Source: an optimization exercise on an open RTL-to-GDS flow (aim: small area, a short achievable clock period and few clock cycles per item). Production flows keep margins and buffers that such runs may drop.
RTL that was checked went through simulation tests only; none was proved equivalent to the original.

==> inputs of run B <==
==> flow/design.v (excerpt) <==
module Final(
    rst_n,
    clk,
    in_valid,
    weight_valid,
    I,
    W,
    out_valid,
    OUT
);
Settings: LEC_CHECK=0, CAP_MARGIN=20, CORE_MARGIN=2, CORE_UTILIZATION=40, SETUP_SLACK_MARGIN=4, SLEW_MARGIN=20, SYNTH_HIERARCHICAL=1; clock period 10.0 ns.
standard.sh (not shown) runs the stock make flow with config.mk's settings and CLKGATE_MAP_FILE= SYNTH_SCRIPT=/design/flow/synth_recipe.tcl, a recipe that flattens the netlist after the stock synthesis.
==> flow/flow/run.sh <==
#!/bin/bash
# Own layout flow: the standard flow (standard.sh, unchanged synthesis and
# steps) with
#  - port buffers made from the small sky130_fd_sc_hd__buf_1 instead of the
#    default delay buffer;
#  - clock tree synthesis without dummy loads and with smaller clock buffers.
# The make output goes to standard_flow.log here; ORFS keeps each step's log
# under orfs/logs.
set -euo pipefail
export BUFFER_PORTS_ARGS="-buffer_cell sky130_fd_sc_hd__buf_1"
export CTS_ARGS="-sink_clustering_enable -sink_clustering_size 14 -repair_clock_nets -dont_use_dummy_load -buf_list {sky130_fd_sc_hd__clkbuf_4 sky130_fd_sc_hd__clkbuf_8} -root_buf sky130_fd_sc_hd__clkbuf_8"
bash standard.sh > standard_flow.log 2>&1
==> inputs of run X, as changes to run B <==
--- a/flow/design.v
+++ b/flow/design.v
@@ -14,15 +14,15 @@
     input weight_valid;
     input [127:0] I;
     input [127:0] W;
     output reg out_valid;
     output [12:0] OUT;
   reg          wz;
   reg  [127:0] weight;
-  wire [127:0] wn = ({128{weight_valid}} & W) | ({128{~weight_valid & ~wz}} & weight);
+  wire [127:0] wn = weight_valid ? W : weight;
   always @(posedge clk or negedge rst_n)
     if (~rst_n)            wz <= 1'b1;
     else if (weight_valid) wz <= 1'b0;
   always @(posedge clk)
     weight <= wn;
   always @(posedge clk or negedge rst_n)
     if (~rst_n) out_valid <= 1'b0;
@@ -2091,13 +2091,13 @@
     cs[58] <= c909;
     cs[59] <= c907;
     cs[60] <= c911;
     cs[61] <= c913;
   end
   wire [12:0] ra = {1'b0, ~c989, ~c987, ~c979, ~c971, ~c963, ~c955, ~c947, ~c939, ~c931, ~s928, ~s920, ~s914};
   wire [12:0] rb = {1'b0, ~c991, ~s990, ~s986, ~s978, ~s970, ~s962, ~s954, ~s946, ~s938, ~s930, ~s922, ~s916};
-  assign OUT = ra + rb;
+  assign OUT = (ra + rb) & {13{~wz}};
 endmodule
 module Final_fa(input a, input b, input c, output s, output co);
   assign s = a ^ b ^ c;
   assign co = (a & b) | (a & c) | (b & c);
 endmodule
==> flow/flow/run.sh (replaced) <==
#!/bin/bash
# Own layout flow: the standard flow (standard.sh, unchanged synthesis and
# steps) with
#  - port buffers made from the small sky130_fd_sc_hd__buf_1 instead of the
#    default delay buffer;
#  - clock tree synthesis without dummy loads and with smaller clock buffers.
# The make output goes to standard_flow.log here; ORFS keeps each step's log
# under orfs/logs.
set -euo pipefail
export BUFFER_PORTS_ARGS="-buffer_cell sky130_fd_sc_hd__buf_1"
export CTS_ARGS="-sink_clustering_enable -sink_buffer_max_cap_derate 0.6 -repair_clock_nets -dont_use_dummy_load -buf_list {sky130_fd_sc_hd__clkbuf_4 sky130_fd_sc_hd__clkbuf_8} -root_buf sky130_fd_sc_hd__clkbuf_8"
bash standard.sh > standard_flow.log 2>&1
==> results.txt <==
drt total wl -> 60.2 mm
First-pass DRT Iterations -> 6
Min Clock Period, post-route -> 5.95 ns
post-synthesis adder-cell area fraction -> 56.3%
final instance area -> 20,400 um2
Final Wtd Congestion -> 0.991
status -> timing/DRC/antenna clean
CP endpoint kind -> output port
clock transition at the registers of the reported paths -> 0.09 ns
worst setup margin -> 4.05 ns
post-route insts no fill -> 2,329
fraction of area in registers -> 19.0%
Reg-to-Reg Start -> weight[3]
M1 WL -> 24.2 mm
Mean Syn Cell Area -> 12.4 um2
leading cell types by total area after synthesis -> fa_1, dfxtp_1, nand2_1, mux2_2, ha_1
[end of results for run X]
==> results.txt <==
status -> timing/DRC/antenna clean
CP endpoint kind -> register
First-pass DRT Iterations -> 5
final setup violation count -> 0
Min Clock Period, post-route -> 6.00 ns
Final Wtd Congestion -> 0.983
Worst Hold Depth -> 1
post-route insts no fill -> 2,332
leading cell types by total area after synthesis -> fa_1, dfxtp_1, nand2_1, a22o_1, ha_1
worst setup margin -> 4.00 ns
post-synthesis adder-cell area fraction -> 57.2%
M1 WL -> 27.1 mm
Mean Syn Cell Area -> 12.1 um2
Reg-to-Reg Start -> wz
clock transition at the registers of the reported paths -> 0.10 ns
[end of results for run B]
Testbench counts of run X, summed over its fixed seeds: cycles 3,200, items 3,200.
No functional check of the RTL was part of run B.

==> exp/harbor: inputs <==
Starting RTL as in the previous note.
==> flow/design.v (excerpt) <==
module Final(
    rst_n,
    clk,
    in_valid,
    weight_valid,
    I,
    W,
    out_valid,
    OUT
);
==> flow/config.mk <==
export PLATFORM = sky130hd
export DESIGN_NAME = Final
export DESIGN_NICKNAME = Final
export VERILOG_FILES = /design/flow/design.v
export SDC_FILE = /design/flow/constraint.sdc
export NUM_CORES = 4
export LEC_CHECK = 0
export CAP_MARGIN = 20
export CORE_MARGIN = 2
export CORE_UTILIZATION = 40
export SETUP_SLACK_MARGIN = 3.5
export SLEW_MARGIN = 20
export SYNTH_HIERARCHICAL = 1
==> flow/constraint.sdc <==
create_clock -name core_clock -period 10.0 [get_ports {clk}]
set_input_delay 2.0000 -clock core_clock [delete_from_list [all_inputs] [get_ports {clk}]]
set_output_delay 2.0000 -clock core_clock [all_outputs]
set_load 0.01 [all_outputs]
==> flow/flow/run.sh <==
#!/bin/bash
# Own layout flow: the standard flow (standard.sh, unchanged synthesis and
# steps) with the port buffers made from the small sky130_fd_sc_hd__buf_1
# instead of the default delay buffer. Each tool's output goes to a log here.
set -euo pipefail
export BUFFER_PORTS_ARGS="-buffer_cell sky130_fd_sc_hd__buf_1"
bash standard.sh > standard_flow.log 2>&1
==> exp/violet: changes against exp/harbor <==
--- a/flow/design.v
+++ b/flow/design.v
@@ -16,11 +16,11 @@
     input [127:0] W;
     output reg out_valid;
     output [12:0] OUT;
   reg          wz;
   reg  [127:0] weight;
-  wire [127:0] wn = ({128{weight_valid}} & W) | ({128{~weight_valid & ~wz}} & weight);
+  wire [127:0] wn = weight_valid ? W : weight;
   always @(posedge clk or negedge rst_n)
     if (~rst_n)            wz <= 1'b1;
     else if (weight_valid) wz <= 1'b0;
   always @(posedge clk)
     weight <= wn;
@@ -2093,11 +2093,11 @@
     cs[60] <= c911;
     cs[61] <= c913;
   end
   wire [12:0] ra = {1'b0, ~c989, ~c987, ~c979, ~c971, ~c963, ~c955, ~c947, ~c939, ~c931, ~s928, ~s920, ~s914};
   wire [12:0] rb = {1'b0, ~c991, ~s990, ~s986, ~s978, ~s970, ~s962, ~s954, ~s946, ~s938, ~s930, ~s922, ~s916};
-  assign OUT = ra + rb;
+  assign OUT = (ra + rb) & {13{~wz}};
 endmodule
 module Final_fa(input a, input b, input c, output s, output co);
   assign s = a ^ b ^ c;
   assign co = (a & b) | (a & c) | (b & c);
 endmodule
==> flow/flow/run.sh (replaced) <==
#!/bin/bash
# Own layout flow: the standard flow (standard.sh, unchanged synthesis and
# steps) with
#  - port buffers made from the small sky130_fd_sc_hd__buf_1 instead of the
#    default delay buffer;
#  - clock tree synthesis without dummy loads and with smaller clock buffers.
# The make output goes to standard_flow.log here; ORFS keeps each step's log
# under orfs/logs.
set -euo pipefail
export BUFFER_PORTS_ARGS="-buffer_cell sky130_fd_sc_hd__buf_1"
export CTS_ARGS="-sink_clustering_enable -repair_clock_nets -dont_use_dummy_load -buf_list {sky130_fd_sc_hd__clkbuf_4 sky130_fd_sc_hd__clkbuf_8} -root_buf sky130_fd_sc_hd__clkbuf_8"
bash standard.sh > standard_flow.log 2>&1
SETUP_SLACK_MARGIN = 4   (was 3.5)
==> results.txt <==
| quantity | exp/harbor | exp/violet |
|---|---|---|
| Number of clock-tree buffers in the layout | 20 | 17 |
| Setup ws final | 3.658 ns | 4.051 ns |
| Worst skew pair latency | 0.47 ns | 0.60 ns |
| Wire length after detailed routing | 60080 µm | 60220 µm |
| Fraction of met2 tracks used by global routing | 0.4402 | 0.4438 |
| Vert. Die Dim | 214.0 µm | 215.7 µm |
| Footprint of the multi-input gates | 0.01368 mm² | 0.01425 mm² |
| Reg-to-reg setup timing slack | 4.95 ns | 5.47 ns |
| Result of the run | finished clean | finished clean |
| Placed Cells | 2300 | 2304 |
| Clock tree root driver cell | sky130_fd_sc_hd__clkbuf_16 | sky130_fd_sc_hd__clkbuf_8 |
| Worst hold slack | 0.4865 ns | 0.5160 ns |
| Core region area | 0.04327 mm² | 0.04422 mm² |
| Worst setup path endpoint | cs[45] | OUT[11] |
| Fraction of the yosys area taken by sequential cells | 0.2185 | 0.2149 |
| Critical Path Slowest Stage Cell | sky130_fd_sc_hd__fa_1 | sky130_fd_sc_hd__fa_2 |
| Classification of the worst setup path | input pin to flip-flop | flip-flop to output pin |
| Met2 WL | 29130 µm | 29270 µm |
| Startpoint type of the worst setup path | input pin | flip-flop |
| Total iterations of the first detailed-routing run | 5 | 6 |
| Synth Area in Adders | 0.5724 | 0.5631 |
| Instance count on the critical path | 14 | 11 |
| Period utilization | 0.6342 | 0.5949 |
| Fraction of standard cell area that is sequential | 0.1918 | 0.1895 |
| Filler instances | 4022 | 4103 |
Testbench counts of exp/violet, summed over its fixed seeds: cycles 3,200, items 3,200.
Only the layout flow was run in exp/harbor; the RTL was not checked for function there.

==> run a <==
Final, a different RTL version from the one above (not shown whole).
## Final
module Final(
    rst_n,
    clk,
    in_valid,
    weight_valid,
    I,
    W,
    out_valid,
    OUT
);
export LEC_CHECK = 0
export CAP_MARGIN = 20
export CORE_MARGIN = 2
export CORE_UTILIZATION = 40
export SETUP_SLACK_MARGIN = 3.5
export SLEW_MARGIN = 20
export SYNTH_HIERARCHICAL = 1
create_clock -name core_clock -period 10.0 [get_ports {clk}]
==> flow/flow/run.sh <==
#!/bin/bash
# Own layout flow: the standard flow (standard.sh, unchanged synthesis and
# steps) with the port buffers made from the small sky130_fd_sc_hd__buf_1
# instead of the default delay buffer. Each tool's output goes to a log here.
set -euo pipefail
export BUFFER_PORTS_ARGS="-buffer_cell sky130_fd_sc_hd__buf_1"
bash standard.sh > standard_flow.log 2>&1
==> run b (differences from run a) <==
==> flow/flow/run.sh (replaced) <==
#!/bin/bash
# Own layout flow: the standard flow (standard.sh, unchanged synthesis and
# steps) with
#  - port buffers made from the small sky130_fd_sc_hd__buf_1 instead of the
#    default delay buffer;
#  - clock tree synthesis without dummy loads and with smaller clock buffers.
# The make output goes to standard_flow.log here; ORFS keeps each step's log
# under orfs/logs.
set -euo pipefail
export BUFFER_PORTS_ARGS="-buffer_cell sky130_fd_sc_hd__buf_1"
export CTS_ARGS="-sink_clustering_enable -sink_clustering_size 14 -repair_clock_nets -dont_use_dummy_load -buf_list {sky130_fd_sc_hd__clkbuf_4 sky130_fd_sc_hd__clkbuf_8} -root_buf sky130_fd_sc_hd__clkbuf_8"
bash standard.sh > standard_flow.log 2>&1
- SETUP_SLACK_MARGIN: 3.5 -> 4
==> results.txt <==
| item | run a | run b |
|---|---|---|
| Arrival time reported for the critical path endpoint | 6.72 ns | 6.38 ns |
| DP Area | 0.02027 mm2 | 0.02046 mm2 |
| Antenna violations before repair | 1 | 4 |
| Number of standard cells in the layout, taps in and fillers out | 2343 | 2335 |
| Antenna diode count | 1 | 2 |
| Repair and plain buffers | 276 | 282 |
| HPWL reported at the end of detailed placement | 54120 um | 53340 um |
| RD Place Congestion | 0.9680 | 0.9400 |
| Number of filler cells placed in the layout | 4296 | 4314 |
| FF-to-FF End | cs[44]$_DFF_P_ | cs[39]$_DFF_P_ |
| Worst stage delay on the critical path | 0.54 ns | 0.64 ns |
| Sequential share of cell area | 0.2137 | 0.2146 |
| Clock-cell share | 0.02794 | 0.01123 |
| Reg-to-reg critical path startpoint | weight[43]$_DFF_PN0_ | weight[0]$_DFF_PN0_ |
| Library cell used as clock root buffer | clkbuf_16 | clkbuf_8 |
| Run status | finished clean | finished clean |
| Number of vias per cell after detailed routing | 5.142 | 5.222 |
| Non-clock buffering overhead | 0.05343 | 0.05760 |
| Clock buffer count | 18 | 17 |
Testbench counts of run a, summed over its fixed seeds: cycles 3,200, items 3,200.
Testbench counts of run b, summed over its fixed seeds: cycles 3,200, items 3,200.

==> re-timing with driven ports <==
How much do the figures lean on ideal ports? The routed layouts below were timed once more, with nothing changed but the port constraints.
Step 1, drivers: a clkbuf_16 drives clk and a buf_2 each remaining input, both assumed.
Step 2 adds t to the input delays and takes it off the output delays; t is the mean of the earliest and latest rising clock arrival at the registers after step 1. Input paths then give back, and output paths get back, about the clock's delay inside the block.
Slacks: no drivers / after step 1 / after step 2; pairs: no drivers / after step 1.
run | shift t [ns] | setup WS [ns] | worst setup path at the end | worst register clock-pin slew, ns | worst slew at a driven data input, ns
run B of note 1 | 0.617 | 3.995 / 4.005 / 3.388 | input to register | 0.11 / 0.11 | 0.06
run X of note 1 | 0.625 | 4.051 / 3.909 / 3.284 | input to register | 0.12 / 0.12 | 0.23
exp/harbor | 0.520 | 3.658 / 3.669 / 3.150 | input to register | 0.08 / 0.08 | 0.07
exp/violet | 0.625 | 4.051 / 3.909 / 3.284 | input to register | 0.12 / 0.12 | 0.23
run a of note 3 | 0.530 | 3.637 / 3.637 / 3.108 | input to register | 0.08 / 0.08 | 0.08
run b of note 3 | 0.574 | 4.044 / 3.918 / 3.344 | input to register | 0.12 / 0.12 | 0.17
After both steps every run listed still meets setup and hold.
